What follows belongs to an exercise in optimizing a design on an open flow for small area; a production flow would make more cautious choices. Where RTL was checked, it was by simulation tests only, not by an equivalence proof against the original. The RTL of runs 3 and 4 was laid out without a check of its function. Power figures rest on the tool's default switching activity, not on a simulated workload.

### run.sh
#!/bin/bash
# synth_recipe.tcl (not shown) runs the flow's synth.tcl, then flattens the netlist and writes it again
# the make line also repeats each setting of config.mk as NAME=value (left out here)
make -C /OpenROAD-flow-scripts/flow DESIGN_CONFIG=/design/flow/config.mk WORK_HOME=/design/flow/orfs CLKGATE_MAP_FILE= SYNTH_SCRIPT=/design/flow/synth_recipe.tcl finish
### config.mk
export PLATFORM = sky130hd
export DESIGN_NAME = tensor_interface
export DESIGN_NICKNAME = tensor_interface
export VERILOG_FILES = /design/flow/design.v
export SDC_FILE = /design/flow/constraint.sdc
export NUM_CORES = 4
export LEC_CHECK = 0
export CAP_MARGIN = 20
export CORE_MARGIN = 2
export CORE_UTILIZATION = 40
export SLEW_MARGIN = 20
### constraint.sdc
create_clock -name core_clock -period 6.0 [get_ports {clock}]
set_input_delay 1.2000 -clock core_clock [delete_from_list [all_inputs] [get_ports {clock}]]
set_output_delay 1.2000 -clock core_clock [all_outputs]
set_load 0.01 [all_outputs]
### design.v
module tensor_interface(
    input               clock,
    input               reset_n,
input [106:0]           config_in_tdata,
    input               config_in_tvalid,
    output              config_in_tready,
    output reg [15:0]   ar_addr,
    output reg          ar_valid,
input                   ar_ready,
    input [31:0]        r_data,
    input               r_last,
    input               r_valid,
    output              r_ready,
    output reg [15:0]   aw_addr,
    output reg          aw_valid,
    input               aw_ready,   
    output reg [31:0]   w_data,
    output              w_last,
    output reg          w_valid,
    input               w_ready,
    input               b_resp,
    input               b_valid,
    output              b_ready,
    output reg [31:0]   out_data,
    output reg          out_last,
    output reg          out_valid,
    input               out_ready        
);
reg [2:0] state,next_state;
reg [1:0] rd_wr; 
reg [10:0] rd_base_addr;
reg [15:0] no_of_rd;
reg [15:0] rd_addr_count;
reg [10:0] wr_base_addr;
reg [15:0] no_of_wr;
reg [15:0] wr_addr_count;
always @(posedge clock) begin
    if (!reset_n) no_of_rd <= 0;
    else if (config_in_tvalid && config_in_tready) begin
        rd_wr = config_in_tdata[106:105];
        case (config_in_tdata[104:102])
            0: no_of_rd <= 0;
            1: no_of_rd <= config_in_tdata[90:51] >> 2;
            2: no_of_rd <= config_in_tdata[90:51] >> 1;
            3: no_of_rd <= config_in_tdata[90:51];
            4: no_of_rd <= config_in_tdata[90:51];
            5: no_of_rd <= (config_in_tdata[90:51]*5)>>2 + 1;
            6: no_of_rd <= (config_in_tdata[90:51]*6)>>2 + 1;
            7: no_of_rd <= (config_in_tdata[90:51]*7)>>2 + 1;
            default: no_of_rd <= config_in_tdata[90:51];
        endcase
        rd_base_addr <= config_in_tdata[101:91];
        case (config_in_tdata[104:102])
            0: no_of_wr <= 0;
            1: no_of_wr <= config_in_tdata[39:0] >> 2;
            2: no_of_wr <= config_in_tdata[39:0] >> 1;
            3: no_of_wr <= config_in_tdata[39:0];
            4: no_of_wr <= config_in_tdata[39:0];
            5: no_of_wr <= (config_in_tdata[39:0]*5)>>2 + 1;
            6: no_of_wr <= (config_in_tdata[39:0]*6)>>2 + 1;
            7: no_of_wr <= (config_in_tdata[39:0]*7)>>2 + 1;
            default: no_of_wr <= config_in_tdata[39:0];
        endcase
        wr_base_addr <= config_in_tdata[50:40];
    end
end
always @(posedge clock) begin
    if (!reset_n) state <= 0;
    else state <= next_state;
end
always @(*) begin
    case (state)
        0:  if (config_in_tvalid) 
                if (config_in_tdata[106:105]==1) next_state = 3;
                else if (config_in_tdata[106:105]==2 || config_in_tdata[106:105]==3) next_state = 1;
                else next_state = 0;
            else next_state = 0;
        1:  if (ar_ready) next_state = 2;
            else next_state = 1;
        2:  if (r_valid && r_last) 
                if (rd_wr==3) next_state = 3;
                else next_state = 0;
            else next_state = 2;
        3:  if(aw_ready) next_state = 4;
            else next_state = 3;
        4:  if(w_ready && wr_addr_count == no_of_wr-1) next_state = 5;
            else next_state = 4;
        5:  if(b_valid && b_resp) next_state = 0;
            else next_state = 5;
        default: next_state = 0;
    endcase
end
always @(posedge clock) begin
    if (state == 1 && ar_ready) begin
        ar_addr  <= rd_base_addr;
        ar_valid <= 1;
    end
    else if (state == 2 && r_valid) begin
        ar_addr  <= rd_base_addr + rd_addr_count;
        ar_valid <= 1;
    end
    else begin 
        ar_addr  <= 0;
        ar_valid <= 0;
    end 
    if (state == 2) begin
        out_data  <= r_data;
        out_valid <= r_valid;
        out_last  <= r_last;
    end
    if (!reset_n) out_valid <= 0;
    if (state == 3 && aw_ready) begin
        aw_addr  <= wr_base_addr;
        aw_valid <= 1;
    end
    else if (state == 4 && w_ready) begin
        aw_addr  <= wr_base_addr + wr_addr_count;
        aw_valid <= 1;
    end
    else begin
        aw_addr  <= 0;
        aw_valid <= 0;
    end
    if (state == 4 && w_ready) begin
        w_data  <= 0; 
        w_valid <= 1;
    end
    if (!reset_n) w_valid <= 0;
    if (state == 0) rd_addr_count <= 0;
    else if(state == 2) rd_addr_count <= rd_addr_count + 1;
    if (state == 0) wr_addr_count <= 0;
    else if(state == 4) wr_addr_count <= wr_addr_count + 1;
end
assign w_last = 1'b0;
assign b_ready = state == 5;
assign r_ready = out_ready && (state==2);
assign config_in_tready = state == 0;
endmodule
==> flow_summary_export.csv, run 1 <==
group,metric,value,unit
route,first_pass_iters,7,
place,io_buffers,160,
synthesis,yosysTopAreaCell,"edfxtp_1",
cts,cts_resized,0,
worst_setup_path,cp_data_required_time,6.15,ns
final_layout,antenna_cells,0,
cts,root_buffer,"clkbuf_16",
worst_setup_path,critPathKind,"input pin to flip-flop",
place,gp_congestion,0.831,
route,routed_wl,23800,µm
worst_setup_path,path_buf_inv,1,
synthesis,ys_seq_area_frac,0.356,
cts,cts_max_level,4,
final_layout,syn_to_final_growth,24.2,%
timing,max_freq,214,MHz
grt,grt_pass1_vias,7732,
pwr,vdd_ir_drop_max,181,µV
final_layout,ff_latch_area,0.00361,mm²
worst_setup_path,cp_data_arrival_time,4.83,ns
min_path,min_path_cells,1,
synthesis,synth_edf_count,73,
worst_setup_path,rr_startpoint,"rd_base_addr[0]",
pwr,p_per_area,229,mW/mm²
timing,worst_slew_pin_slew,0.946,ns
timing,fin_worst_skew,0.0129,ns
synthesis,ys_ff_latch,144,
floorplanning,dieArea,0.0266,mm²
worst_setup_path,critPathLaunchType,"input pin",
worst_setup_path,reg2reg_depth,10,
route,detail-route-antenna-nets,0,
grt,busiest_layer,"met2",
timing,setup_slack,1.32,ns
floorplanning,core_area,0.0250,mm²
grt,antenna_found_initial,0,
route,vias_per_cell,5.21,
timing,finalCritPeriodShare,0.780,
pwr,leakage,4.81,nW
timing,setup_viol,0,
synthesis,synth.distinct_cells,77,
route,wire_per_inst,15.3,µm
worst_setup_path,critPathMaxFanout,11,
grt,grt_pass1_wl,38200,µm
place,hpwl,18000,µm
grt,grt.met2_usage,0.300,
route,drtIter0Drc,470,
floorplanning,die_w,163,µm
route,drc,0,
worst_setup_path,critPathTopFamily,"compound AO/OA/AOI/OAI gates",
synthesis,synth.cell_area,0.0101,mm²
synthesis,syn_inst,1057,
worst_setup_path,reg2reg_to,"ar_addr[12]",
floorplanning,initial_core_util,0.405,
worst_setup_path,crit_path_max_incr_delay,0.81,ns
timing,hold_violations,0,
cts,cts_tree,"built",
final_layout,n_fill_cell,2292,
min_path,holdPathEnd,"w_valid",
timing,slew_headroom,0.367,
synthesis,netlist_top_cells_count,"89 x nand2_1, 86 x ha_1, 81 x a21oi_1",
place,pre_cts_ws,0.888,ns
grt,grt_max_degree,43,
min_path,worstHoldStart,"w_valid",
cts,numCtsBuffers,17,
status,status,"no timing/DRC/antenna violations",
floorplanning,fp.dieH,163,µm
worst_setup_path,crit_top_cell,"fa_1",
worst_setup_path,crit_chain,"clkdlybuf4s50_1 -> fa_1 -> and2_1 -> fa_1 -> a21o_1 -> a22oi_1 -> o21bai_1 -> o41ai_2 -> a31oi_1 -> xnor2_1 -> a221oi_1 -> o211ai_1",
grt,grt_overflow,0,
cts,cts.sinks,144,
timing,final.min_clock_period,4.68,ns
synthesis,synth_warnings,1,
final_layout,final_nets,1471,
final_layout,multi_input_area,0.00620,mm²
cts,hold_buffers,0,
synthesis,syn_avg_cell_area,9.59,µm²
cts,cts_buffer_depth,2,
worst_setup_path,end_kind,"flip-flop",
grt,grtUsageMet3,0.0213,
cts,clk_latency,0.42,ns
cts,path_clk_slew,0.07,ns
floorplanning,ios,255,
final_layout,drive_gt1_frac,0.0579,
job,max-cap-violations,0,
synthesis,synth_flop_cell,"edfxtp_1",
floorplanning,rows,58,
min_path,min_path_type,"flip-flop to flip-flop",
synthesis,async_flop_share,0,
synthesis,synth_most_common_cell,"nand2_1",
timing,rsz0062_at_grt,"false",
timing,final-max-slew-violation-count,0,
worst_setup_path,rrSetupSlack,3.24,ns
cts,cts_setup_buffers,0,
worst_setup_path,cpMaxStageDelayCell,"clkdlybuf4s50_1",
route,vias,8117,
timing,finalSetupTns,0,ns
grt,track_usage,0.177,
grt,met1_usage,0.239,
synthesis,synth.top_cell.area_share,0.216,
synthesis,synthTopCellsByArea,"edfxtp_1 22%, dfxtp_1 14%, ha_1 11%",
[per-layer routing]
layer  share of wire  vias up  wire (µm)
li1                -     4147          -
met1            0.48     3777      11500
met2            0.47      174      11100
met3           0.039       19        919
met4           0.012        0        278
met5               0        -          0
[cells in the final DEF, fill, tap and decap left out, types with 21 or more instances in the layout]
cell,count
xor2_1,56
dfxtp_1,71
conb_1,33
a21oi_1,81
nor2_1,79
inv_1,25
nor3_1,25
edfxtp_1,73
o21ai_0,72
clkdlybuf4s50_1,160
fa_1,21
ha_1,86
nand3_1,27
nand2_1,89
xnor2_1,45
[worst max-delay path by stage]
stage / startpoint / to / slack [ns] / cells past startpoint
floorplan: config_in_tdata[0] / no_of_wr[15] / 2.15 / 11
global placement: config_in_tdata[2] / no_of_wr[15] / 0.95 / 12
detailed placement: config_in_tdata[2] / no_of_wr[15] / 0.89 / 12
CTS: config_in_tdata[2] / no_of_wr[15] / 1.34 / 12
global route: config_in_tdata[2] / no_of_wr[15] / 1.08 / 12
finish: config_in_tdata[2] / no_of_wr[15] / 1.32 / 12
[sequential cells by signal (all words and copies together) (netlist names), 2 cells and up]
signal	flops
no_of_wr	16
ar_addr	16
state	3
out_data	32
wr_addr_count	16
rd_wr	2
aw_addr	16
rd_addr_count	16
rd_base_addr	11
wr_base_addr	11
[where the power goes]
group | internal, mW | switching, mW
clock network | 0.661 | 0.420
logic | 0.319 | 0.379
registers | 1.08 | 0.0253
total | 2.06 | 0.824
[cell families (layout without fill, tap and decap cells)]
family,after synthesis,after routing,synth area share
compound gates,291,291,0.192
xor+xnor,101,101,0.0873
fa+ha+maj,107,107,0.148
buf+inv,87,225,0.0448
flops,144,144,0.356
mux,21,21,0.0223
other cells,1,33,0.000370
simple gates,305,305,0.149
[final cells by class]
class / instances / area share
flip-flops and latches: 144 / 0.287
repair buffers: 168 / 0.132
multi-input cells: 858 / 0.492
well taps: 330 / 0.0328
clock buffers: 18 / 0.0341
inverters: 25 / 0.00745
clock inverters: 14 / 0.0143
[metrics by stage]
stage	total power [mW]	hold WS [ns]	cells	instance area, µm²	util
global placement	1.82	0.448	1525	12000	0.479
floorplan	1.61	0.450	1089	10300	-
CTS	2.92	0.485	1557	12600	0.503
detailed placement	1.83	0.471	1525	12000	0.479
global route	3.04	0.516	1557	12600	0.503
finish	2.89	0.479	1557	12600	0.503
==> run 2: changes to the inputs <==
==> design.v (replaced) <==
module tensor_interface(
    input               clock,
    input               reset_n,
    input [106:0]       config_in_tdata,
    input               config_in_tvalid,
    output              config_in_tready,
    output reg [15:0]   ar_addr,
    output reg          ar_valid,
    input               ar_ready,
    input [31:0]        r_data,
    input               r_last,
    input               r_valid,
    output              r_ready,
    output reg [15:0]   aw_addr,
    output reg          aw_valid,
    input               aw_ready,
    output [31:0]       w_data,
    output              w_last,
    output reg          w_valid,
    input               w_ready,
    input               b_resp,
    input               b_valid,
    output              b_ready,
    output reg [31:0]   out_data,
    output reg          out_last,
    output reg          out_valid,
    input               out_ready
);
localparam [2:0] S_IDLE = 3'd0,
                 S_AR   = 3'd1,
                 S_R1   = 3'd2,    
                 S_R    = 3'd3,
                 S_AW   = 3'd4,
                 S_W1   = 3'd5,    
                 S_W    = 3'd6,
                 S_B    = 3'd7;
reg [2:0]  state, next_state;
reg        rd_then_wr;    
reg        wr_nz;         
reg [15:0] wr_left;       
wire [1:0]  mode = config_in_tdata[106:105];
wire [2:0]  esz  = config_in_tdata[104:102];
wire [39:0] dim  = config_in_tdata[39:0];
wire [18:0] mul_a = esz[1] & esz[0] ? {dim[15:0], 3'b0} : {dim[16:0], 2'b0};
wire [18:0] mul_b = esz[1] & esz[0] ? ~dim[18:0] :
                    esz[0]          ? dim[18:0] : {dim[17:0], 1'b0};
wire [18:0] mul   = mul_a + mul_b + (esz[1] & esz[0]);
reg  [15:0] n_beats;
always @(*) begin
    case (esz)
        3'd0:       n_beats = 16'd0;
        3'd1:       n_beats = dim[17:2];
        3'd2:       n_beats = dim[16:1];
        3'd3, 3'd4: n_beats = dim[15:0];
        default:    n_beats = mul[18:3];
    endcase
end
wire in_r = state == S_R1 || state == S_R;
wire in_w = state == S_W1 || state == S_W;
always @(*) begin
    case (state)
        S_IDLE: next_state = !config_in_tvalid ? S_IDLE :
                             mode == 2'd1 ? S_AW :
                             mode[1] ? S_AR : S_IDLE;
        S_AR:   next_state = ar_ready ? S_R1 : S_AR;
        S_R1,
        S_R:    next_state = (r_valid && r_last) ? (rd_then_wr ? S_AW : S_IDLE) : S_R;
        S_AW:   next_state = aw_ready ? S_W1 : S_AW;
        S_W1,
        S_W:    next_state = (w_ready && wr_nz && wr_left == 16'd1) ? S_B : S_W;
        default: next_state = (b_valid && b_resp) ? S_IDLE : S_B;
    endcase
end
always @(posedge clock) begin
    if (!reset_n) state <= S_IDLE;
    else          state <= next_state;
end
always @(posedge clock) begin
    if (state == S_IDLE) begin
        rd_then_wr <= mode[0];
        wr_nz      <= |n_beats;
        wr_left    <= n_beats;
        ar_addr    <= {5'd0, config_in_tdata[101:91]};
        aw_addr    <= {5'd0, config_in_tdata[50:40]};
    end
    if (state == S_R) ar_addr <= ar_addr + 16'd1;
    if (state == S_W) aw_addr <= aw_addr + 16'd1;
    if (in_w) wr_left <= wr_left - 16'd1;
    ar_valid <= (state == S_AR && ar_ready) || (in_r && r_valid);
    aw_valid <= (state == S_AW && aw_ready) || (in_w && w_ready);
    if (in_r) begin
        out_data  <= r_data;
        out_valid <= r_valid;
        out_last  <= r_last;
    end
    if (in_w && w_ready) w_valid <= 1'b1;
    if (!reset_n) begin
        out_valid <= 1'b0;
        w_valid   <= 1'b0;
    end
end
assign w_data           = 32'd0;
assign w_last           = 1'b0;
assign b_ready          = state == S_B;
assign r_ready          = out_ready && in_r;
assign config_in_tready = state == S_IDLE;
endmodule
==> run 2 against run 1 <==
Net effect:
- cell area down 34%
- critical endpoint is now wr_nz
- critical path depth up 1
- worst hold slack better by 0.0097 ns
- global-route usage up 0.26 points
- register-to-register slack worse by 0.16 ns
- power down 28%
==> flow_summary_export.csv, run 2 <==
group,metric,value,unit
status,status,"no timing/DRC/antenna violations",
timing,hold_slack,0.489,ns
synthesis,syn_inst,672,
place,gp_congestion,0.828,
pwr,fin_total_pwr,2.09,mW
min_path,worstHoldStart,"w_valid",
route,drtIter0Drc,262,
timing,worst_slew_pin_slew,1.03,ns
cts,clk_latency,0.34,ns
place,io_buffers,160,
floorplanning,fp.dieH,129,µm
worst_setup_path,end_kind,"flip-flop",
grt,grt_max_degree,57,
pwr,leakage,3.03,nW
timing,final-max-slew-violation-count,0,
synthesis,ys_seq_area_frac,0.419,
timing,hold_violations,0,
place,hpwl,12000,µm
synthesis,synth_edf_count,83,
cts,cts_setup_buffers,0,
grt,grt_pass1_wl,24200,µm
final_layout,antenna_cells,0,
final_layout,largest_reg_flops,32,
route,drc,0,
floorplanning,initial_core_util,0.411,
route,wire_per_inst,15.1,µm
cts,cts.sinks,90,
cts,hold_buffers,0,
worst_setup_path,cp_data_required_time,6.06,ns
timing,final.min_clock_period,4.75,ns
final_layout,most-common-layout-cells,"159 x clkdlybuf4s50_1, 83 x edfxtp_1, 73 x nor2_1, 63 x nand2_1, 62 x a21oi_1",
floorplanning,die_w,129,µm
synthesis,syn_avg_cell_area,9.34,µm²
synthesis,synth.distinct_cells,63,
cts,numCtsBuffers,9,
pwr,p_per_area,252,mW/mm²
worst_setup_path,critPathKind,"input pin to flip-flop",
final_layout,layout.cells.most_common,"clkdlybuf4s50_1",
min_path,min_path_type,"flip-flop to flip-flop",
synthesis,yosysTopAreaCell,"edfxtp_1",
timing,setup_viol,0,
route,first_pass_iters,5,
grt,grt_pass1_vias,4688,
synthesis,synth_warnings,1,
synthesis,synth.top_cell.area_share,0.397,
timing,finalSetupTns,0,ns
timing,fin_worst_skew,0.00854,ns
synthesis,synth_flop_cell,"edfxtp_1",
place,placed_cell_area,0.00795,mm²
cts,cts_resized,0,
synthesis,ys_ff_latch,90,
synthesis,synth_most_common_cell,"edfxtp_1",
floorplanning,ios,255,
final_layout,stdcell_area,0.00828,mm²
worst_setup_path,rrSetupSlack,3.08,ns
floorplanning,core_area,0.0153,mm²
cts,root_buffer,"clkbuf_16",
worst_setup_path,critPathLaunchType,"input pin",
synthesis,synthTopCellsByArea,"edfxtp_1 40%, xnor2_1 5.2%, a21oi_1 4.9%",
final_layout,final_nets,988,
grt,grt_overflow,0,
timing,slew_headroom,0.315,
final_layout,drive_gt1_frac,0.0705,
floorplanning,dieArea,0.0167,mm²
job,max-cap-violations,0,
cts,cts_tree,"built",
synthesis,async_flop_share,0,
timing,finalCritPeriodShare,0.792,
grt,antenna_found_initial,0,
synthesis,synth.cell_area,0.00628,mm²
synthesis,netlist_top_cells_count,"83 x edfxtp_1, 73 x nor2_1, 63 x nand2_1",
route,vias,5305,
timing,rsz0062_at_grt,"false",
floorplanning,rows,45,
route,detail-route-antenna-nets,0,
pwr,vdd_ir_drop_max,174,µV
route,routed_wl,15600,µm
timing,max_freq,210,MHz
worst_setup_path,cp_data_arrival_time,4.81,ns
route,vias_per_cell,5.13,
grt,track_usage,0.180,
worst_setup_path,crit_start,"config_in_tdata[103]",
final_layout,syn_to_final_growth,31.9,%
cts,cts_max_level,3,
final_layout,utilization,0.543,
worst_setup_path,rr_startpoint,"state[1]",
worst_setup_path,critPathMaxFanout,12,
cts,cts_buffer_depth,2,
cts,path_clk_slew,0.07,ns
final_layout,regMostFlops,"out_data",
run 2: path summary, 6_finish.rpt:
check | endpoint | depth (start not counted)
worst max register to register | ar_addr[14] | 4
worst min register to register | w_valid | 2
worst max-delay path | wr_nz | 13
worst min-delay path | w_valid | 2
run 2: worst max-delay path, cell delays in order:
cell	delay [ns]
clkdlybuf4s50_1	0.47
and2_1	0.35
buf_4	0.27
mux2_2	0.35
ha_1	0.38
a2111oi_2	0.10
buf_4	0.17
and2_1	0.17
a2111o_1	0.39
a21boi_2	0.25
o211ai_1	0.16
a2111oi_2	0.38
nand4_1	0.16
run 2: cell type report:
class,count,area (µm²)
Tap cell,211,264
Clock buffer,9,225
Fill cell,1375,6980
Inverter,16,60.1
Timing Repair Buffer,168,1660
Sequential cell,90,2630
Clock inverter,7,108
Multi-Input combinational cell,533,3340
run 2: metrics by stage:
stage               worst slack, ns  cells
global placement              0.888   1018
finish                         1.25   1034
CTS                            1.26   1034
floorplan                      1.13    704
detailed placement            0.911   1018
global route                  0.968   1034
run 2: kinds of logic (layout without fill, tap and decap cells):
kind of cell             Yosys count  in the layout  synth area share
adder cells (fa/ha/maj)           20             20            0.0399
multiplexers                      32             32            0.0556
flip-flops                        90             90             0.419
XOR/XNOR                          57             57            0.0795
buffers and inverters             81            200            0.0696
AO/OA/AOI/OAI                    161            161             0.163
other                              1             33          0.000597
AND/OR/NAND/NOR                  230            230             0.172
run 2: report_power, final:
part | internal [mW] | leakage (nW) | switching, mW | total [mW]
clock | 0.373 | 0.160 | 0.247 | 0.620
combinational | 0.294 | 2.00 | 0.312 | 0.606
sequential | 0.791 | 0.868 | 0.0720 | 0.863
total | 1.46 | 3.03 | 0.631 | 2.09
run 2: layer usage:
metal  wire length (µm)  global-route usage  vias to the layer above
met1               7070               0.250                     2447
li1                   -                   -                     2679
met3               1090              0.0281                        8
met2               7310               0.296                      171
met4                125              0.0422                        0
met5                  0                   0                        -
==> run 3: changes to the inputs <==
--- a/design.v
+++ b/design.v
@@ -6,3 +6,3 @@
     output              config_in_tready,
-    output reg [15:0]   ar_addr,
+    output [15:0]       ar_addr,
     output reg          ar_valid,
@@ -13,3 +13,3 @@
     output              r_ready,
-    output reg [15:0]   aw_addr,
+    output [15:0]       aw_addr,
     output reg          aw_valid,
@@ -40,2 +40,4 @@
 reg [15:0] wr_left;       
+reg [10:0] wr_base;
+reg [15:0] addr;          
 wire [1:0]  mode = config_in_tdata[106:105];
@@ -43,16 +45,32 @@
 wire [39:0] dim  = config_in_tdata[39:0];
-wire [18:0] mul_a = esz[1] & esz[0] ? {dim[15:0], 3'b0} : {dim[16:0], 2'b0};
-wire [18:0] mul_b = esz[1] & esz[0] ? ~dim[18:0] :
-                    esz[0]          ? dim[18:0] : {dim[17:0], 1'b0};
-wire [18:0] mul   = mul_a + mul_b + (esz[1] & esz[0]);
-reg  [15:0] n_beats;
-always @(*) begin
-    case (esz)
-        3'd0:       n_beats = 16'd0;
-        3'd1:       n_beats = dim[17:2];
-        3'd2:       n_beats = dim[16:1];
-        3'd3, 3'd4: n_beats = dim[15:0];
-        default:    n_beats = mul[18:3];
-    endcase
-end
+wire        e7    = esz == 3'd7;
+wire        a_4d  = esz == 3'd2 || esz == 3'd5 || esz == 3'd6;
+wire        a_8d  = esz == 3'd3 || esz == 3'd4 || e7;
+wire        b_1d  = esz == 3'd5;
+wire        b_2d  = esz == 3'd1 || esz == 3'd6;
+wire [18:0] mul_a = ({19{a_4d}} & {dim[16:0], 2'b0}) | ({19{a_8d}} & {dim[15:0], 3'b0});
+wire [18:0] mul_b = ({19{b_1d}} & dim[18:0]) | ({19{b_2d}} & {dim[17:0], 1'b0}) |
+                    ({19{e7}} & ~dim[18:0]);
+wire [18:0] mul;
+wire [19:0] cc;
+assign cc[0] = e7;
+assign {cc[7], mul[6:0]} = mul_a[6:0] + mul_b[6:0] + cc[0];
+wire [6:0] s0_1 = mul_a[12:7] + mul_b[12:7];
+wire [6:0] s1_1 = mul_a[12:7] + mul_b[12:7] + 1'b1;
+assign {cc[13], mul[12:7]} = cc[7] ? s1_1 : s0_1;
+wire [6:0] s0_2 = mul_a[18:13] + mul_b[18:13];
+wire [6:0] s1_2 = mul_a[18:13] + mul_b[18:13] + 1'b1;
+assign {cc[19], mul[18:13]} = cc[13] ? s1_2 : s0_2;
+wire [15:0] n_beats = mul[18:3];
+genvar gi;
+wire [15:0] addr_inc, wl_dec;
+wire [16:0] addr_c, wl_b;
+assign addr_c[0] = 1'b1;
+assign wl_b[0]   = 1'b1;
+generate for (gi = 0; gi < 16; gi = gi + 1) begin : g_inc
+    assign addr_inc[gi] = addr[gi] ^ addr_c[gi];
+    assign addr_c[gi+1] = addr[gi] & addr_c[gi];
+    assign wl_dec[gi]   = wr_left[gi] ^ wl_b[gi];
+    assign wl_b[gi+1]   = ~wr_left[gi] & wl_b[gi];
+end endgenerate
 wire in_r = state == S_R1 || state == S_R;
@@ -80,10 +98,13 @@
         rd_then_wr <= mode[0];
-        wr_nz      <= |n_beats;
         wr_left    <= n_beats;
-        ar_addr    <= {5'd0, config_in_tdata[101:91]};
-        aw_addr    <= {5'd0, config_in_tdata[50:40]};
+        wr_base    <= config_in_tdata[50:40];
     end
-    if (state == S_R) ar_addr <= ar_addr + 16'd1;
-    if (state == S_W) aw_addr <= aw_addr + 16'd1;
-    if (in_w) wr_left <= wr_left - 16'd1;
+    if (state == S_AW) wr_nz <= |wr_left;
+    if (in_w) wr_left <= wl_dec;
+    case (state)
+        S_IDLE:     addr <= {5'd0, config_in_tdata[101:91]};
+        S_AW:       addr <= {5'd0, wr_base};
+        S_R, S_W:   addr <= addr_inc;
+        default:    ;
+    endcase
     ar_valid <= (state == S_AR && ar_ready) || (in_r && r_valid);
@@ -101,2 +122,4 @@
 end
+assign ar_addr          = addr;
+assign aw_addr          = addr;
 assign w_data           = 32'd0;
--- a/config.mk
+++ b/config.mk
@@ -10,2 +10,3 @@
 export CORE_UTILIZATION = 40
+export CTS_BUF_LIST = sky130_fd_sc_hd__clkbuf_8
 export SLEW_MARGIN = 20
==> run 3 against run 2 <==
Net effect:
- still clean
- fmax down 6.3%
- critical path depth fell by 1
- clock power is 27% lower
- clock skew is 0.0036 ns higher
- routed wire length decreased by 19%
- first-iteration DRC count fell by 0.76%
- clock-buffer cell count stayed put
- non-clock buffer count increased by 2
==> flow_summary_export.csv, run 3 <==
group,metric,value,unit
pwr,fin_total_pwr,1.75,mW
route,drc,0,
pwr,vdd_ir_drop_max,106,µV
synthesis,synth_warnings,1,
worst_setup_path,cpMaxStageDelayCell,"clkdlybuf4s50_1",
worst_setup_path,crit_start,"config_in_tdata[102]",
timing,finalCritPeriodShare,0.845,
floorplanning,core_area,0.0133,mm²
worst_setup_path,crit_chain,"clkdlybuf4s50_1 -> nand2_1 -> o21bai_2 -> a22o_1 -> ha_1 -> a21o_1 -> and4_4 -> or4_4 -> and4_4 -> a21oi_1 -> nor4_1 -> o31a_1",
worst_setup_path,critPathMaxFanout,17,
route,drtIter0Drc,260,
floorplanning,initial_core_util,0.414,
final_layout,drive_gt1_frac,0.0626,
min_path,worstHoldStart,"w_valid",
cts,hold_buffers,0,
pwr,leakage,3.05,nW
worst_setup_path,critPathKind,"input pin to flip-flop",
final_layout,fin_cells,815,
status,status,"no timing/DRC/antenna violations",
synthesis,synth_most_common_cell,"edfxtp_1",
synthesis,async_flop_share,0,
timing,slew_headroom,0.311,
place,placed_cells,799,
cts,root_buffer,"clkbuf_8",
floorplanning,die_w,122,µm
timing,finalSetupTns,0,ns
timing,hold_violations,0,
route,first_pass_iters,4,
floorplanning,ios,255,
synthesis,syn_avg_cell_area,11.2,µm²
synthesis,netlist_top_cells_count,"78 x edfxtp_1, 50 x buf_4, 47 x ha_1",
synthesis,synth-compound-area-share,0.161,
synthesis,synth_top_family_by_area,"compound AO/OA/AOI/OAI gates",
floorplanning,fp.dieH,122,µm
cts,clk_latency,0.36,ns
final_layout,most-common-layout-cells,"160 x clkdlybuf4s50_1, 78 x edfxtp_1, 47 x ha_1, 46 x a22o_1, 39 x nand2_1",
timing,setup_viol,0,
timing,fin_worst_skew,0.0122,ns
min_path,min_path_type,"flip-flop to flip-flop",
timing,final.min_clock_period,5.07,ns
final_layout,antenna_cells,0,
final_layout,layout.cells.most_common,"clkdlybuf4s50_1",
cts,cts.sinks,85,
route,vias,4073,
synthesis,synth_flop_cell,"edfxtp_1",
final_layout,largest_reg_flops,32,
cts,path_clk_slew,0.09,ns
route,vias_per_cell,5.00,
route,detail-route-antenna-nets,0,
cts,cts_resized,0,
synthesis,ys_seq_area_frac,0.449,
route,routed_wl,12600,µm
cts,cts_buffer_depth,2,
route,wire_per_inst,15.5,µm
synthesis,syn_inst,495,
synthesis,synth_edf_count,78,
final_layout,syn_to_final_growth,32.0,%
worst_setup_path,cp_data_arrival_time,5.18,ns
min_path,min_path_cells,2,
worst_setup_path,critPathLaunchType,"input pin",
synthesis,synthSimpleGateAreaFrac,0.111,
floorplanning,dieArea,0.0148,mm²
pwr,p_per_area,240,mW/mm²
floorplanning,rows,42,
grt,antenna_found_initial,0,
place,hpwl,9930,µm
timing,worst_slew_pin_slew,1.03,ns
grt,grt_pass1_vias,3784,
synthesis,synth.distinct_cells,58,
grt,grt_overflow,0,
place,io_buffers,160,
cts,numCtsBuffers,9,
job,max-cap-violations,0,
place,gp_congestion,0.790,
synthesis,synthTopCellsByArea,"edfxtp_1 42%, ha_1 11%, a22o_1 7.3%",
grt,grt_max_degree,36,
worst_setup_path,reg2reg_depth,16,
grt,grt_pass1_wl,19800,µm
timing,final-max-slew-violation-count,0,
cts,cts_max_level,3,
worst_setup_path,crit_path_max_incr_delay,0.74,ns
final_layout,regMostFlops,"out_data",
worst_setup_path,crit_top_cell,"and4_4",
synthesis,synthAdderAreaFrac,0.114,
grt,track_usage,0.169,
worst_setup_path,cp_data_required_time,6.11,ns
timing,rsz0062_at_grt,"false",
final_layout,reg.largest.list,"out_data (32), addr (16), wr_left (16)",
timing,max_freq,197,MHz
worst_setup_path,end_kind,"flip-flop",
synthesis,synth.top_cell.area_share,0.424,
synthesis,synth.cell_area,0.00553,mm²
cts,cts_tree,"built",
synthesis,synthMuxAreaShare,0.00747,
cts,cts_setup_buffers,0,
synthesis,synth-xor-area-share,0.0570,
final_layout,final_nets,833,
synthesis,ys_ff_latch,85,
worst_setup_path,rr_startpoint,"addr[0]",
synthesis,yosysTopAreaCell,"edfxtp_1",
## run 3: where the power goes
part / total [mW] / internal, mW / switching, mW
Combinational: 0.503 / 0.262 / 0.241
Clock: 0.454 / 0.237 / 0.217
Sequential: 0.794 / 0.745 / 0.0490
Total: 1.75 / 1.24 / 0.507
## run 3: cell type report
class                   instances  area [µm²]
clock buffers                   9         124
clock inverters                 7        97.6
fillers                      1205        6050
inverters                      18        67.6
multi-input cells             350        2630
flip-flops and latches         85        2480
well taps                     176         220
repair buffers                170        1680
## run 3: logic make-up (layout without fill, tap and decap cells)
kind of cell	after synthesis	in the layout
AO/OA/AOI/OAI	114	114
XOR/XNOR	36	36
adder cells (fa/ha/maj)	49	49
buffers and inverters	92	204
flip-flops	85	85
multiplexers	4	4
other	1	33
AND/OR/NAND/NOR	114	114
## run 3: stage by stage
stage | area, µm² | hold slack (ns) | worst slack (ns) | util
CTS | 7300 | 0.526 | 0.916 | 0.547
finish | 7300 | 0.513 | 0.929 | 0.547
global placement | 7080 | 0.484 | 0.599 | 0.530
global route | 7300 | 0.542 | 0.687 | 0.547
floorplan | 5650 | 0.519 | 1.36 | -
detailed placement | 7080 | 0.503 | 0.529 | 0.530
## run 3: layer usage
metal  track usage  up-vias  share of wire
li1              -     2041              -
met1         0.231     1866           0.46
met2         0.268      158           0.45
met3        0.0515        8          0.081
met4        0.0352        0         0.0087
met5             0        -              0
## run 3: critical path, delay by kind of cell
kind,cells,cell delay (ns)
AO/OA/AOI/OAI,5,1.88
AND/OR/NAND/NOR,5,1.10
buffers and inverters,1,0.74
adder cells (fa/ha/maj),1,0.24
## run 3: worst paths after layout
check	slack, ns	end
worst max-delay path	0.93	wr_left[13]
worst min-delay path	0.51	w_valid
worst max register to register	2.35	addr[15]
worst min register to register	0.51	w_valid
==> run 4: changes to the inputs <==
--- a/config.mk
+++ b/config.mk
@@ -10,3 +10,2 @@
 export CORE_UTILIZATION = 40
-export CTS_BUF_LIST = sky130_fd_sc_hd__clkbuf_8
 export SLEW_MARGIN = 20
==> run 4 against run 3 <==
Net effect:
- still clean on timing, DRC and antenna
- first-iteration DRC count shrank 13%
- non-clock buffer count is the same
- sequential power is essentially flat
- die area is the same
- global-route usage is essentially flat
- synthesized cell count is the same
- worst setup slack lost 0.035 ns
- sequential share of layout area shrank 0.47 points
- final cell count is the same
- fmax shrank 0.68%
- register-to-register slack is essentially flat
- area after synthesis is the same
- largest cell class unchanged
- largest power group unchanged
==> flow_summary_export.csv, run 4 <==
group,metric,value,unit
status,status,"no timing/DRC/antenna violations",
synthesis,synth.top_cell.area_share,0.424,
synthesis,synth_most_common_cell,"edfxtp_1",
place,pre_cts_ws,0.529,ns
cts,cts.sinks,85,
cts,cts_tree,"built",
synthesis,async_flop_share,0,
final_layout,n_fill_cell,1190,
timing,final-max-slew-violation-count,0,
worst_setup_path,cp_data_required_time,6.09,ns
worst_setup_path,cpMaxStageDelayCell,"clkdlybuf4s50_1",
cts,numCtsBuffers,9,
timing,slew_headroom,0.322,
worst_setup_path,cp_data_arrival_time,5.19,ns
cts,cts_buffer_depth,2,
worst_setup_path,crit_top_cell,"and4_4",
route,wire_per_inst,15.4,µm
worst_setup_path,crit_chain,"clkdlybuf4s50_1 -> nand2_1 -> o21bai_2 -> a22o_1 -> ha_1 -> a21o_1 -> and4_4 -> or4_4 -> and4_4 -> a21oi_1 -> nor4_1 -> o31a_1",
timing,setup_slack,0.894,ns
synthesis,ys_ff_latch,85,
timing,fin_worst_skew,0.0103,ns
worst_setup_path,critPathMaxFanout,17,
floorplanning,core_area,0.0133,mm²
timing,worst_slew_pin_slew,1.01,ns
worst_setup_path,crit_path_max_incr_delay,0.74,ns
route,detail-route-antenna-nets,0,
final_layout,final_nets,833,
final_layout,reg.largest.list,"out_data (32), addr (16), wr_left (16)",
pwr,leakage,3.09,nW
route,routed_wl,12600,µm
floorplanning,rows,42,
final_layout,largest_reg_flops,32,
pwr,p_per_area,256,mW/mm²
cts,root_buffer,"clkbuf_16",
final_layout,syn_to_final_growth,33.9,%
synthesis,synth_warnings,1,
floorplanning,initial_core_util,0.414,
synthesis,syn_avg_cell_area,11.2,µm²
floorplanning,ios,255,
route,first_pass_iters,4,
route,vias,4075,
grt,antenna_found_initial,0,
cts,cts_setup_buffers,0,
timing,rsz0062_at_grt,"false",
final_layout,antenna_cells,0,
grt,grt_max_degree,36,
synthesis,ys_seq_area_frac,0.449,
min_path,min_path_type,"flip-flop to flip-flop",
grt,grt_overflow,0,
synthesis,syn_inst,495,
timing,finalCritPeriodShare,0.851,
synthesis,synth.cell_area,0.00553,mm²
timing,hold_violations,0,
synthesis,synthTopCellsByArea,"edfxtp_1 42%, ha_1 11%, a22o_1 7.3%",
min_path,min_path_cells,2,
pwr,vdd_ir_drop_max,135,µV
cts,hold_buffers,0,
worst_setup_path,critPathLaunchType,"input pin",
synthesis,yosysTopAreaCell,"edfxtp_1",
floorplanning,die_w,122,µm
job,max-cap-violations,0,
timing,final.min_clock_period,5.11,ns
synthesis,netlist_top_cells_count,"78 x edfxtp_1, 50 x buf_4, 47 x ha_1",
route,vias_per_cell,5.00,
worst_setup_path,end_kind,"flip-flop",
place,gp_congestion,0.790,
floorplanning,dieArea,0.0148,mm²
final_layout,drive_gt1_frac,0.0626,
cts,cts_max_level,3,
synthesis,synth_flop_cell,"edfxtp_1",
cts,cts_resized,0,
worst_setup_path,reg2reg_depth,16,
route,drc,0,
place,hpwl,9930,µm
timing,finalSetupTns,0,ns
synthesis,synth.distinct_cells,58,
final_layout,layout.cells.most_common,"clkdlybuf4s50_1",
timing,setup_viol,0,
grt,grt_pass1_wl,19800,µm
floorplanning,fp.dieH,122,µm
place,io_buffers,160,
final_layout,most-common-layout-cells,"160 x clkdlybuf4s50_1, 78 x edfxtp_1, 47 x ha_1, 46 x a22o_1, 39 x nand2_1",
synthesis,synth_edf_count,78,
cts,path_clk_slew,0.06,ns
worst_setup_path,critPathKind,"input pin to flip-flop",
cts,clk_latency,0.34,ns
final_layout,regMostFlops,"out_data",
timing,max_freq,196,MHz
grt,grt_pass1_vias,3773,
grt,track_usage,0.170,
route,drtIter0Drc,227,
==> run 4: cell counts after synthesis <==
No cell type changed its count.
==> run 4: cell families after synthesis <==
group,count (synthesis),synth area share
other cells,1,0.000678
flops,85,0.449
mux,4,0.00747
xor+xnor,36,0.0570
buf+inv,92,0.100
fa+ha+maj,49,0.114
simple gates,114,0.111
compound gates,114,0.161
==> run 4: path summary, 6_finish.rpt <==
check	startpoint	slack, ns	to
max	config_in_tdata[102]	0.89	wr_left[13]
min	w_valid	0.51	w_valid
max reg2reg	addr[0]	2.36	addr[15]
min reg2reg	w_valid	0.51	w_valid
==> run 4: worst max-delay path: cells and delay by family <==
kind                       cells  cell delay (ns)
AOI/OAI and AO/OA              5             1.88
and+or+nand+nor                5             1.10
buffers and inverters          1             0.74
adders and majority gates      1             0.24
==> run 4: where the power goes <==
part	total [mW]	internal [mW]	switching (mW)	leakage (nW)
registers	0.795	0.746	0.0490	0.825
clock network	0.596	0.367	0.230	0.154
logic	0.503	0.262	0.241	2.11
==> run 4: layout make-up <==
cell class,instances,area [µm²],share of cell area
multi-input combinational,350,2630,0.355
sequential,85,2480,0.335
timing repair buffer,170,1680,0.227
clock buffer,9,225,0.0304
tap,176,220,0.0298
clock inverter,7,97.6,0.0132
inverter,18,67.6,0.00913
==> run 4: stage by stage <==
step / instance area (µm²) / utilization / cells / hold slack (ns) / power [mW]
CTS: 7400 / 0.554 / 815 / 0.520 / 1.92
detailed placement: 7080 / 0.530 / 799 / 0.503 / 1.31
finish: 7400 / 0.554 / 815 / 0.506 / 1.89
global placement: 7080 / 0.530 / 799 / 0.484 / 1.30
floorplan: 5650 / - / 527 / 0.519 / 1.12
global route: 7400 / 0.554 / 815 / 0.537 / 2.01
==> run 4: per-layer routing <==
layer | vias to the layer above | GRT usage | share of wire
met1 | 1859 | 0.233 | 0.47
met4 | 0 | 0.0474 | 0.0099
li1 | 2046 | - | -
met3 | 8 | 0.0440 | 0.080
met5 | - | 0 | 0
met2 | 162 | 0.266 | 0.44
==> run 5: changes to the inputs <==
--- a/design.v
+++ b/design.v
@@ -45,10 +45,14 @@
 wire [39:0] dim  = config_in_tdata[39:0];
-wire        e7    = esz == 3'd7;
-wire        a_4d  = esz == 3'd2 || esz == 3'd5 || esz == 3'd6;
-wire        a_8d  = esz == 3'd3 || esz == 3'd4 || e7;
-wire        b_1d  = esz == 3'd5;
-wire        b_2d  = esz == 3'd1 || esz == 3'd6;
-wire [18:0] mul_a = ({19{a_4d}} & {dim[16:0], 2'b0}) | ({19{a_8d}} & {dim[15:0], 3'b0});
+wire idle = state == S_IDLE;
+wire in_r = state == S_R1 || state == S_R;
+wire in_w = state == S_W1 || state == S_W;
+wire        e7    = idle && esz == 3'd7;
+wire        a_4d  = idle && (esz == 3'd2 || esz == 3'd5 || esz == 3'd6);
+wire        a_8d  = idle && (esz == 3'd3 || esz == 3'd4 || esz == 3'd7);
+wire        b_1d  = idle && esz == 3'd5;
+wire        b_2d  = idle && (esz == 3'd1 || esz == 3'd6);
+wire [18:0] mul_a = ({19{a_4d}} & {dim[16:0], 2'b0}) | ({19{a_8d}} & {dim[15:0], 3'b0}) |
+                    ({19{in_w}} & {wr_left, 3'b0});
 wire [18:0] mul_b = ({19{b_1d}} & dim[18:0]) | ({19{b_2d}} & {dim[17:0], 1'b0}) |
-                    ({19{e7}} & ~dim[18:0]);
+                    ({19{e7}} & ~dim[18:0]) | {{16{in_w}}, 3'b0};
 wire [18:0] mul;
@@ -63,8 +67,6 @@
 assign {cc[19], mul[18:13]} = cc[13] ? s1_2 : s0_2;
-wire [15:0] n_beats = mul[18:3];
 genvar gi;
-wire [15:0] addr_inc, wl_dec;
-wire [16:0] addr_c, wl_b;
+wire [15:0] addr_inc;
+wire [16:0] addr_c;
 assign addr_c[0] = 1'b1;
-assign wl_b[0]   = 1'b1;
 generate for (gi = 0; gi < 16; gi = gi + 1) begin : g_inc
@@ -72,7 +74,3 @@
     assign addr_c[gi+1] = addr[gi] & addr_c[gi];
-    assign wl_dec[gi]   = wr_left[gi] ^ wl_b[gi];
-    assign wl_b[gi+1]   = ~wr_left[gi] & wl_b[gi];
 end endgenerate
-wire in_r = state == S_R1 || state == S_R;
-wire in_w = state == S_W1 || state == S_W;
 always @(*) begin
@@ -98,3 +96,2 @@
         rd_then_wr <= mode[0];
-        wr_left    <= n_beats;
         wr_base    <= config_in_tdata[50:40];
@@ -102,3 +99,3 @@
     if (state == S_AW) wr_nz <= |wr_left;
-    if (in_w) wr_left <= wl_dec;
+    if (idle || in_w) wr_left <= mul[18:3];
     case (state)
--- a/config.mk
+++ b/config.mk
@@ -10,2 +10,3 @@
 export CORE_UTILIZATION = 40
+export CTS_BUF_LIST = sky130_fd_sc_hd__clkbuf_8
 export SLEW_MARGIN = 20
==> run 5 against run 4 <==
Net effect:
- still clean
- power is 12% lower
- register-to-register slack worse by 0.55 ns
- core utilization decreased by 1.0 points
- sequential share of layout area grew 2.9 points
- sequential cell count did not move
- fmax up 5.3%
- non-clock buffer count fell by 3
- die area shrank 7.8%
- final cell count decreased by 4.9%
- largest cell class is now sequential cells
==> flow_summary_export.csv, run 5 <==
group,metric,value,unit
grt,grt_max_degree,37,
timing,worst_slew_pin_slew,0.978,ns
final_layout,layout.cells.most_common,"clkdlybuf4s50_1",
pwr,leakage,2.74,nW
floorplanning,dieArea,0.0136,mm²
status,status,"no timing/DRC/antenna violations",
cts,hold_buffers,0,
synthesis,async_flop_share,0,
place,io_buffers,160,
synthesis,synth_most_common_cell,"edfxtp_1",
pwr,p_int,1.15,mW
final_layout,stdcell_area,0.00681,mm²
timing,max_freq,206,MHz
grt,track_usage,0.185,
worst_setup_path,critPathKind,"input pin to flip-flop",
route,vias,3960,
cts,cts_max_level,3,
final_layout,reg.largest.list,"out_data (32), addr (16), wr_left (16)",
worst_setup_path,crit_chain,"clkdlybuf4s50_1 -> or3b_2 -> a21oi_1 -> buf_4 -> nand2_1 -> o2111ai_1 -> ha_1 -> fa_1 -> nand3_1 -> a2111oi_0 -> a221oi_1 -> a211oi_4 -> xnor2_1 -> mux2_1",
floorplanning,initial_core_util,0.406,
worst_setup_path,cp_data_required_time,6.11,ns
route,first_pass_iters,5,
synthesis,ys_ff_latch,85,
min_path,min_path_type,"flip-flop to flip-flop",
job,max-cap-violations,0,
worst_setup_path,crit_path_max_incr_delay,0.56,ns
pwr,p_per_area,246,mW/mm²
pwr,pwr-share-seq,0.484,
floorplanning,die_w,117,µm
final_layout,most-common-layout-cells,"160 x clkdlybuf4s50_1, 78 x edfxtp_1, 65 x nand2_1, 33 x conb_1, 32 x ha_1",
grt,grt_pass1_vias,3671,
synthesis,synthTopCellsByArea,"edfxtp_1 46%, ha_1 7.9%, buf_4 7.2%",
cts,root_buffer,"clkbuf_8",
timing,setup_slack,1.15,ns
min_path,min_path_cells,2,
pwr,switching_share,0.312,
timing,hold_violations,0,
pwr,clkPwrFrac,0.222,
synthesis,synth-compound-area-share,0.137,
worst_setup_path,reg2reg_to,"wr_left[11]",
floorplanning,ios,255,
synthesis,synth_top_family_by_area,"compound AO/OA/AOI/OAI gates",
synthesis,synth.top_cell.area_share,0.461,
place,pre_cts_ws,0.774,ns
synthesis,syn_avg_cell_area,11.2,µm²
timing,rsz0062_at_grt,"false",
timing,final.min_clock_period,4.85,ns
final_layout,antenna_cells,0,
synthesis,synthSimpleGateAreaFrac,0.122,
synthesis,synthAdderAreaFrac,0.0866,
cts,clk_latency,0.37,ns
worst_setup_path,cp_data_arrival_time,4.96,ns
cts,cts_tree,"built",
final_layout,syn_to_final_growth,33.9,%
synthesis,netlist_top_cells_count,"78 x edfxtp_1, 65 x nand2_1, 49 x buf_4",
timing,finalCritPeriodShare,0.808,
worst_setup_path,rrSetupSlack,1.81,ns
worst_setup_path,critPathMaxFanout,17,
route,routed_wl,12800,µm
final_layout,regMostFlops,"out_data",
timing,finalSetupTns,0,ns
route,wire_per_inst,16.6,µm
final_layout,n_fill_cell,1145,
timing,fin_worst_skew,0.00926,ns
worst_setup_path,rr_startpoint,"state[1]",
timing,slew_headroom,0.345,
synthesis,ys_seq_area_frac,0.488,
place,hpwl,9850,µm
synthesis,synth_edf_count,78,
min_path,holdPathEnd,"w_valid",
synthesis,yosysTopAreaCell,"edfxtp_1",
worst_setup_path,cpMaxStageDelayCell,"clkdlybuf4s50_1",
final_layout,drive_gt1_frac,0.0531,
worst_setup_path,reg2reg_depth,12,
worst_setup_path,critPathLaunchType,"input pin",
floorplanning,core_area,0.0125,mm²
synthesis,synth.distinct_cells,54,
worst_setup_path,end_kind,"flip-flop",
route,drc,0,
grt,grt_pass1_wl,19200,µm
synthesis,syn_inst,454,
route,detail-route-antenna-nets,0,
route,drtIter0Drc,309,
grt,antenna_found_initial,0,
cts,numCtsBuffers,9,
place,gp_congestion,0.820,
floorplanning,rows,41,
grt,grt_overflow,0,
floorplanning,fp.dieH,117,µm
synthesis,synthMuxAreaShare,0.0143,
pwr,power_switching,521,µW
pwr,fin_total_pwr,1.67,mW
cts,cts_setup_buffers,0,
final_layout,final_nets,782,
final_layout,largest_reg_flops,32,
cts,path_clk_slew,0.09,ns
synthesis,synth.cell_area,0.00508,mm²
synthesis,synth_flop_cell,"edfxtp_1",
synthesis,synth-xor-area-share,0.0475,
min_path,worstHoldStart,"w_valid",
cts,cts.sinks,85,
timing,hold_slack,0.510,ns
cts,cts_resized,0,
synthesis,synth_warnings,1,
cts,cts_buffer_depth,2,
route,vias_per_cell,5.11,
pwr,p_comb_frac,0.294,
timing,final-max-slew-violation-count,0,
place,placed_cell_area,0.00663,mm²
timing,setup_viol,0,
pwr,vdd_ir_drop_max,105,µV
[run 5: cell count changes in the layout (fill, tap and decap cells not counted), sizes merged, moves of 11 or more]
cell / change
ha: -15
xor2: -11
a222oi: +16
o2111ai: +15
nand2: +26
a22o: -46
[run 5: worst max-delay path by stage]
stage / startpoint / to / slack [ns] / depth (start not counted)
after floorplan: config_in_tdata[104] / wr_left[11] / 1.31 / 14
after global placement: config_in_tdata[102] / wr_left[11] / 0.83 / 14
after detailed placement: config_in_tdata[102] / wr_left[11] / 0.77 / 14
after CTS: config_in_tdata[102] / wr_left[11] / 1.16 / 14
after global routing: config_in_tdata[102] / wr_left[11] / 0.80 / 14
final: config_in_tdata[102] / wr_left[11] / 1.15 / 14
[run 5: final cells by class]
type	count	area (µm²)	area share
inverters	21	81.3	0.0119
clock inverters	7	51.3	0.00754
clock buffers	9	124	0.0182
well taps	172	215	0.0316
multi-input cells	314	2200	0.323
flip-flops and latches	85	2480	0.365
repair buffers	167	1650	0.243
[run 5: cells by family after synthesis]
family,after synthesis
adders and majority gates,34
AOI/OAI and AO/OA,85
buffers and inverters,87
other,1
xor gates and xnor gates,26
and+or+nand+nor,129
DFF,85
muxes,7
[run 5: routing by layer]
layer,vias to the layer above,track usage,wire length [µm],share of wire
li1,1903,-,-,-
met1,1882,0.245,5550,0.43
met2,162,0.306,6170,0.48
met3,13,0.0353,959,0.075
met4,0,0.0580,160,0.012
met5,-,0,0,0
[run 5: power by group through the flow]
stage	Combinational, mW	Sequential, mW	Clock (mW)
2_1_floorplan	0.303	0.816	0
3_3_place_gp	0.481	0.819	0
3_5_place_dp	0.491	0.823	0
4_1_cts	0.494	0.809	0.385
5_1_grt	0.542	0.819	0.410
6_report	0.491	0.809	0.372
[run 5: through the flow]
stage | cells | util
2_1_floorplan | 486 | -
3_3_place_gp | 759 | 0.530
3_5_place_dp | 759 | 0.530
4_1_cts | 775 | 0.544
5_1_grt | 775 | 0.544
6_report | 775 | 0.544
[run 5: critical path: cells and delay by family]
kind / cells / cell delay, ns
simple gates: 3 / 0.66
compound gates: 5 / 1.25
mux: 1 / 0.39
buf+inv: 2 / 0.80
xor+xnor: 1 / 0.22
fa+ha+maj: 2 / 0.43
==> run 6: changes to the inputs <==
==> flow/run.sh (new file) <==
#!/bin/bash
# The standard ORFS layout (standard.sh, the standard flow's own synthesis and steps),
# with two changes to the cells the flow picks:
#  - the port buffers are sky130_fd_sc_hd__buf_1 (buffer_ports -buffer_cell)
#    instead of the delay-cell buffer buffer_ports picks by itself;
#  - clock tree synthesis builds from clkbuf_8 and adds no dummy loads.
# Every step's full output goes to standard.log here; ORFS also keeps its
# per-step logs under orfs/logs.
set -euo pipefail
export BUFFER_PORTS_ARGS="-buffer_cell sky130_fd_sc_hd__buf_1"
export CTS_ARGS="-sink_clustering_enable -repair_clock_nets -dont_use_dummy_load -buf_list sky130_fd_sc_hd__clkbuf_8"
bash standard.sh > standard.log 2>&1
==> standard.sh (new file) <==
#!/bin/bash
# synth_recipe.tcl (not shown) runs the flow's synth.tcl, then flattens the netlist and writes it again
# the make line also repeats each setting of config.mk as NAME=value (left out here)
make -C /OpenROAD-flow-scripts/flow DESIGN_CONFIG=/design/flow/config.mk WORK_HOME=/design/flow/orfs CLKGATE_MAP_FILE= SYNTH_SCRIPT=/design/flow/synth_recipe.tcl "${@:-finish}"
--- a/config.mk
+++ b/config.mk
@@ -10,3 +10,2 @@
 export CORE_UTILIZATION = 40
-export CTS_BUF_LIST = sky130_fd_sc_hd__clkbuf_8
 export SLEW_MARGIN = 20
removed: run.sh
==> run 6 against run 5 <==
Net effect:
- still clean on timing, DRC and antenna
- routed wire length down 8.9%
- via count down 1.5%
- final cell count down 1.0%
- clock-buffer cell count unchanged
- area after synthesis unchanged
- fmax up 2.9%
- core utilization down 8.4 points
- power down 9.5%
- global-route usage down 1.5 points
- sequential share of layout area up 6.7 points
- clock skew up 0.0033 ns
- critical endpoint unchanged
- largest cell class unchanged
- highest routed layer unchanged
==> flow_summary_export.csv, run 6 <==
group,metric,value,unit
synthesis,synthAdderAreaFrac,0.0866,
synthesis,synth-compound-area-share,0.137,
worst_setup_path,rrSetupSlack,1.47,ns
route,drc,0,
synthesis,syn_inst,454,
worst_setup_path,cp_data_required_time,6.08,ns
cts,cts_resized,0,
route,vias,3902,
synthesis,syn_avg_cell_area,11.2,µm²
final_layout,drive_gt1_frac,0.0420,
final_layout,largest_reg_flops,32,
floorplanning,dieArea,0.0136,mm²
final_layout,ff_latch_area,0.00248,mm²
final_layout,regMostFlops,"out_data",
timing,finalSetupTns,0,ns
timing,hold_violations,0,
cts,numCtsBuffers,9,
worst_setup_path,end_kind,"flip-flop",
route,drtIter0Drc,307,
min_path,min_path_cells,2,
grt,grt_pass1_wl,17700,µm
worst_setup_path,reg2reg_depth,12,
worst_setup_path,cp_data_arrival_time,4.80,ns
timing,fin_worst_skew,0.0126,ns
grt,grt_max_degree,37,
timing,final-max-slew-violation-count,0,
timing,max_freq,212,MHz
synthesis,synth_top_family_by_area,"compound AO/OA/AOI/OAI gates",
final_layout,multi_input_area,0.00220,mm²
synthesis,netlist_top_cells_count,"78 x edfxtp_1, 65 x nand2_1, 49 x buf_4",
final_layout,most-common-layout-cells,"160 x buf_1, 78 x edfxtp_1, 65 x nand2_1, 33 x conb_1, 32 x ha_1",
route,detail-route-antenna-nets,0,
synthesis,synth_edf_count,78,
place,placed_cells,758,
place,gp_congestion,0.837,
grt,grt_overflow,0,
final_layout,syn_to_final_growth,13.2,%
status,status,"no timing/DRC/antenna violations",
place,io_buffers,160,
timing,setup_viol,0,
floorplanning,ios,255,
cts,clk_latency,0.35,ns
synthesis,synth_flop_cell,"edfxtp_1",
worst_setup_path,critPathKind,"input pin to flip-flop",
final_layout,antenna_cells,0,
final_layout,reg.largest.list,"out_data (32), addr (16), wr_left (16)",
final_layout,fin_cells,767,
floorplanning,initial_core_util,0.406,
timing,worst_slew_pin_slew,0.949,ns
route,routed_wl,11700,µm
cts,root_buffer,"clkbuf_8",
synthesis,synth.cell_area,0.00508,mm²
grt,antenna_found_initial,0,
synthesis,synth_warnings,1,
cts,hold_buffers,0,
floorplanning,fp.dieH,117,µm
timing,rsz0062_at_grt,"false",
place,placed_cell_area,0.00563,mm²
route,first_pass_iters,5,
place,hpwl,8990,µm
pwr,vdd_ir_drop_max,107,µV
grt,track_usage,0.169,
synthesis,yosysTopAreaCell,"edfxtp_1",
worst_setup_path,critPathLaunchType,"input pin",
cts,cts_max_level,3,
cts,cts.sinks,85,
synthesis,synthTopCellsByArea,"edfxtp_1 46%, ha_1 7.9%, buf_4 7.2%",
timing,finalCritPeriodShare,0.785,
timing,hold_slack,0.496,ns
worst_setup_path,rr_startpoint,"state[1]",
synthesis,synth.top_cell.area_share,0.461,
floorplanning,rows,41,
pwr,p_per_area,263,mW/mm²
synthesis,synth_most_common_cell,"edfxtp_1",
cts,cts_tree,"built",
synthesis,synth-xor-area-share,0.0475,
floorplanning,core_area,0.0125,mm²
timing,final.min_clock_period,4.71,ns
final_layout,stdcell_area,0.00575,mm²
cts,cts_buffer_depth,2,
min_path,min_path_type,"flip-flop to flip-flop",
synthesis,synthMuxAreaShare,0.0143,
grt,grt_pass1_vias,3591,
synthesis,synthSimpleGateAreaFrac,0.122,
cts,path_clk_slew,0.07,ns
cts,cts_setup_buffers,0,
place,pre_cts_ws,0.994,ns
synthesis,ys_ff_latch,85,
route,vias_per_cell,5.09,
worst_setup_path,reg2reg_to,"wr_left[11]",
pwr,leakage,2.28,nW
worst_setup_path,critPathMaxFanout,17,
min_path,worstHoldStart,"w_valid",
final_layout,n_fill_cell,1206,
job,max-cap-violations,0,
min_path,holdPathEnd,"w_valid",
final_layout,layout.cells.most_common,"buf_1",
synthesis,ys_seq_area_frac,0.488,
floorplanning,die_w,117,µm
final_layout,final_nets,781,
route,wire_per_inst,15.3,µm
timing,slew_headroom,0.366,
synthesis,synth.distinct_cells,54,
synthesis,async_flop_share,0,
timing,setup_slack,1.29,ns
## run 6: worst max path at each step
stage | cells after the start | slack [ns] | to | start
after floorplan | 14 | 1.31 | wr_left[11] | config_in_tdata[104]
after global placement | 14 | 1.20 | wr_left[11] | config_in_tdata[102]
after detailed placement | 14 | 0.99 | wr_left[11] | config_in_tdata[102]
after CTS | 14 | 1.34 | wr_left[11] | config_in_tdata[102]
after global routing | 14 | 1.13 | wr_left[11] | config_in_tdata[102]
final | 14 | 1.29 | wr_left[11] | config_in_tdata[102]
## run 6: layer usage
layer	wire length, µm	GRT usage	part of all wire	vias up
met1	4820	0.214	0.41	1801
met4	221	0.0722	0.019	0
met5	0	0	0	-
met3	935	0.0249	0.080	17
met2	5730	0.289	0.49	184
li1	-	-	-	1900
## run 6: power breakdown
| part | total (mW) | switching [mW] | internal [mW] | leakage (nW) |
|---|---|---|---|---|
| logic | 0.394 | 0.243 | 0.150 | 1.39 |
| clock network | 0.311 | 0.177 | 0.134 | 0.0647 |
| registers | 0.808 | 0.0509 | 0.757 | 0.827 |
## run 6: final cells by class
cell class              instances  share of cell area
flip-flops and latches         85               0.431
well taps                     172              0.0374
inverters                      21              0.0141
clock buffers                   9              0.0215
repair buffers                166               0.112
multi-input cells             314               0.383
## run 6: cells by family after synthesis
family,Yosys count
AND/OR/NAND/NOR,129
buffers and inverters,87
AO/OA/AOI/OAI,85
flip-flops,85
adder cells (fa/ha/maj),34
XOR/XNOR,26
multiplexers,7
other,1
## run 6: stage by stage
step                utilization  power (mW)
floorplan                     -        1.12
global placement          0.450        1.20
detailed placement        0.450        1.22
CTS                       0.460        1.53
global route              0.460        1.61
finish                    0.460        1.51
## run 6: critical path, cell delays in order
cell and delay [ns]:
buf_1 0.19, or3b_2 0.47, a21oi_1 0.18, buf_4 0.26, nand2_1 0.08, o2111ai_1 0.11, ha_1 0.24, fa_1 0.23
nand3_1 0.13, a2111oi_0 0.53, a221oi_1 0.18, a211oi_4 0.42, xnor2_1 0.21, mux2_1 0.35
==> run 7: changes to the inputs <==
--- a/design.v
+++ b/design.v
@@ -48,3 +48,3 @@
 wire in_w = state == S_W1 || state == S_W;
-wire        e7    = idle && esz == 3'd7;
+wire        sub_d = idle && esz == 3'd7;
 wire        a_4d  = idle && (esz == 3'd2 || esz == 3'd5 || esz == 3'd6);
@@ -56,14 +56,26 @@
 wire [18:0] mul_b = ({19{b_1d}} & dim[18:0]) | ({19{b_2d}} & {dim[17:0], 1'b0}) |
-                    ({19{e7}} & ~dim[18:0]) | {{16{in_w}}, 3'b0};
+                    ({19{sub_d}} & ~dim[18:0]) | {{16{in_w}}, 3'b0};
+function automatic blk_start(input integer i);
+    blk_start = i == 0 || i == 6 || i == 11 || i == 15;
+endfunction
+genvar gi;
 wire [18:0] mul;
-wire [19:0] cc;
-assign cc[0] = e7;
-assign {cc[7], mul[6:0]} = mul_a[6:0] + mul_b[6:0] + cc[0];
-wire [6:0] s0_1 = mul_a[12:7] + mul_b[12:7];
-wire [6:0] s1_1 = mul_a[12:7] + mul_b[12:7] + 1'b1;
-assign {cc[13], mul[12:7]} = cc[7] ? s1_1 : s0_1;
-wire [6:0] s0_2 = mul_a[18:13] + mul_b[18:13];
-wire [6:0] s1_2 = mul_a[18:13] + mul_b[18:13] + 1'b1;
-assign {cc[19], mul[18:13]} = cc[13] ? s1_2 : s0_2;
-genvar gi;
+wire [18:0] rs, is;        
+wire [19:0] rc, ic;        
+wire [19:0] bc;            
+generate for (gi = 0; gi < 19; gi = gi + 1) begin : g_mul
+    wire r_in = gi == 0 ? sub_d : blk_start(gi) ? 1'b0 : rc[gi];
+    wire i_in = blk_start(gi) ? 1'b1 : ic[gi];
+    assign rs[gi]   = mul_a[gi] ^ mul_b[gi] ^ r_in;
+    assign rc[gi+1] = (mul_a[gi] & mul_b[gi]) | (r_in & (mul_a[gi] ^ mul_b[gi]));
+    assign is[gi]   = rs[gi] ^ i_in;
+    assign ic[gi+1] = rs[gi] & i_in;
+    if (gi == 0)
+        assign bc[gi] = 1'b0;
+    else if (blk_start(gi))
+        assign bc[gi] = rc[gi] | (bc[gi-1] & ic[gi]);
+    else
+        assign bc[gi] = bc[gi-1];
+    assign mul[gi] = bc[gi] ? is[gi] : rs[gi];
+end endgenerate
 wire [15:0] addr_inc;
--- a/config.mk
+++ b/config.mk
@@ -7,5 +7,6 @@
 export LEC_CHECK = 0
-export CAP_MARGIN = 20
+export CAP_MARGIN = 0
 export CORE_MARGIN = 2
 export CORE_UTILIZATION = 40
-export SLEW_MARGIN = 20
+export GPL_TIMING_DRIVEN = 0
+export SLEW_MARGIN = 0
==> run 7 against run 6 <==
Net effect:
- worst setup slack worse by 1.1 ns
- global-route usage up 0.53 points
- highest routed layer unchanged
- clock power about the same
- die area down 5.7%
- critical endpoint is now wr_left[15]
- largest power group unchanged
==> flow_summary_export.csv, run 7 <==
group,metric,value,unit
grt,antenna_found_initial,0,
pwr,p_per_area,267,mW/mm²
timing,finalCritPeriodShare,0.961,
place,gp_congestion,0.870,
final_layout,stdcell_area,0.00590,mm²
cts,cts_max_level,3,
timing,max_freq,173,MHz
route,routed_wl,11200,µm
cts,cts_tree,"built",
place,hpwl,8730,µm
place,placed_cell_area,0.00572,mm²
pwr,vdd_ir_drop_max,79.7,µV
final_layout,layout.cells.most_common,"buf_1",
timing,setup_viol,0,
final_layout,largest_reg_flops,32,
floorplanning,rows,39,
timing,hold_violations,0,
final_layout,reg.largest.list,"out_data (32), addr (16), wr_left (16)",
synthesis,netlist_top_cells_count,"78 x edfxtp_1, 56 x nand2_1, 49 x buf_4",
floorplanning,initial_core_util,0.414,
timing,final-max-slew-violation-count,0,
min_path,min_path_type,"flip-flop to flip-flop",
final_layout,drive_gt1_frac,0.135,
final_layout,final_nets,805,
job,max-cap-violations,0,
cts,cts.sinks,85,
floorplanning,fp.dieH,113,µm
final_layout,syn_to_final_growth,23.3,%
worst_setup_path,critPathMaxFanout,10,
route,vias_per_cell,4.95,
floorplanning,ios,255,
timing,rsz0062_at_grt,"false",
synthesis,synth_most_common_cell,"edfxtp_1",
worst_setup_path,cp_data_arrival_time,5.85,ns
pwr,leakage,2.43,nW
grt,track_usage,0.175,
synthesis,synth_warnings,1,
place,pre_cts_ws,-0.447,ns
worst_setup_path,critPathKind,"input pin to flip-flop",
worst_setup_path,cp_data_required_time,6.08,ns
synthesis,syn_avg_cell_area,11.8,µm²
final_layout,most-common-layout-cells,"160 x buf_1, 78 x edfxtp_1, 56 x nand2_1, 55 x buf_4, 33 x conb_1",
cts,root_buffer,"clkbuf_8",
floorplanning,die_w,113,µm
timing,slew_headroom,0.323,
route,vias,3750,
cts,cts_buffer_depth,2,
cts,numCtsBuffers,9,
route,detail-route-antenna-nets,0,
synthesis,ys_seq_area_frac,0.519,
timing,hold_slack,0.498,ns
status,status,"no timing/DRC/antenna violations",
synthesis,async_flop_share,0,
final_layout,regMostFlops,"out_data",
cts,hold_buffers,0,
synthesis,synth.distinct_cells,42,
timing,worst_slew_pin_slew,1.01,ns
grt,grt_pass1_vias,3634,
route,drc,0,
route,first_pass_iters,8,
final_layout,antenna_cells,0,
synthesis,synthTopCellsByArea,"edfxtp_1 49%, buf_4 7.7%, ha_1 7.1%",
timing,final.min_clock_period,5.76,ns
grt,grt_pass1_wl,17700,µm
synthesis,synth.cell_area,0.00478,mm²
worst_setup_path,end_kind,"flip-flop",
synthesis,yosysTopAreaCell,"edfxtp_1",
grt,grt_overflow,0,
synthesis,ys_ff_latch,85,
worst_setup_path,rrSetupSlack,0.53,ns
cts,path_clk_slew,0.08,ns
route,drtIter0Drc,340,
timing,setup_slack,0.236,ns
timing,fin_worst_skew,0.0243,ns
grt,grt_max_degree,36,
floorplanning,core_area,0.0116,mm²
route,wire_per_inst,14.8,µm
synthesis,synth.top_cell.area_share,0.490,
worst_setup_path,critPathLaunchType,"input pin",
synthesis,syn_inst,406,
floorplanning,dieArea,0.0128,mm²
place,io_buffers,160,
cts,clk_latency,0.34,ns
synthesis,synth_flop_cell,"edfxtp_1",
synthesis,synth_edf_count,78,
## run 7: area by class of cell
class / instances / area, µm²
buffer: 67 / 460
clock buffer: 9 / 124
fill: 1073 / 5670
inverter: 20 / 78.8
multi-input combinational: 266 / 1910
sequential: 85 / 2480
tap: 143 / 179
timing repair buffer: 167 / 666
## run 7: worst max-delay path, cell delays in order
cell and delay [ns]:
buf_1 0.16, or3b_2 0.48, a21oi_2 0.34, clkbuf_1 0.43, a222oi_1 0.19, fa_1 0.43
fa_1 0.46, fa_1 0.46, fa_1 0.54, inv_1 0.05, ha_1 0.17, nor2b_1 0.14
o21ai_0 0.28, a21boi_0 0.16, xnor3_1 0.20, xor2_1 0.15
## run 7: timing repair
item | in CTS | in global routing
gates resized for setup | 2 | 5
pin swaps | 0 | 1
setup buffers | 0 | 6
endpoints found under the setup margin | 3 | 5
## run 7: cell families (layout without fill, tap and decap cells)
family                   Yosys count  count (layout)  synth area share
other                              1              33          0.000784
AND/OR/NAND/NOR                  104             104             0.101
multiplexers                       4               4           0.00915
flip-flops                        85              85             0.519
buffers and inverters             87             263             0.111
XOR/XNOR                           9               9            0.0194
adder cells (fa/ha/maj)           39              39             0.121
AO/OA/AOI/OAI                     77              77             0.118
## run 7: metrics by stage
stage	util	total power [mW]	setup TNS, ns	std cells
4_1_cts	0.506	1.58	0	751
6_report	0.510	1.57	0	757
3_5_place_dp	0.494	1.27	-1.95	742
2_1_floorplan	-	1.11	0	438
5_1_grt	0.510	1.67	0	757
3_3_place_gp	0.491	1.25	-1.42	741
## run 7: final timing paths
check,end,cells after the start,start
worst min register to register,out_valid,2,out_valid
worst max-delay path,wr_left[15],16,config_in_tdata[104]
worst min-delay path,out_valid,2,out_valid
worst max register to register,wr_left[15],21,state[1]
## run 7: where the power goes
part | switching, mW | internal (mW)
clock network | 0.180 | 0.135
registers | 0.0570 | 0.771
logic | 0.245 | 0.187
## run 7: routing by layer
metal	up-vias	GRT usage	wire length, µm
met2	168	0.292	5470
met5	-	0	0
met3	12	0.0407	777
met1	1749	0.224	4820
met4	0	0.0585	142
li1	1821	-	-

Re-timed with assumed drivers on the ports (clkbuf_16 on the clock, buf_2 on other inputs), run 7 has 0.220 ns of setup slack against 0.236 ns with ideal ports, and -0.144 ns once port delays also move by the mid clock arrival of 0.364 ns.
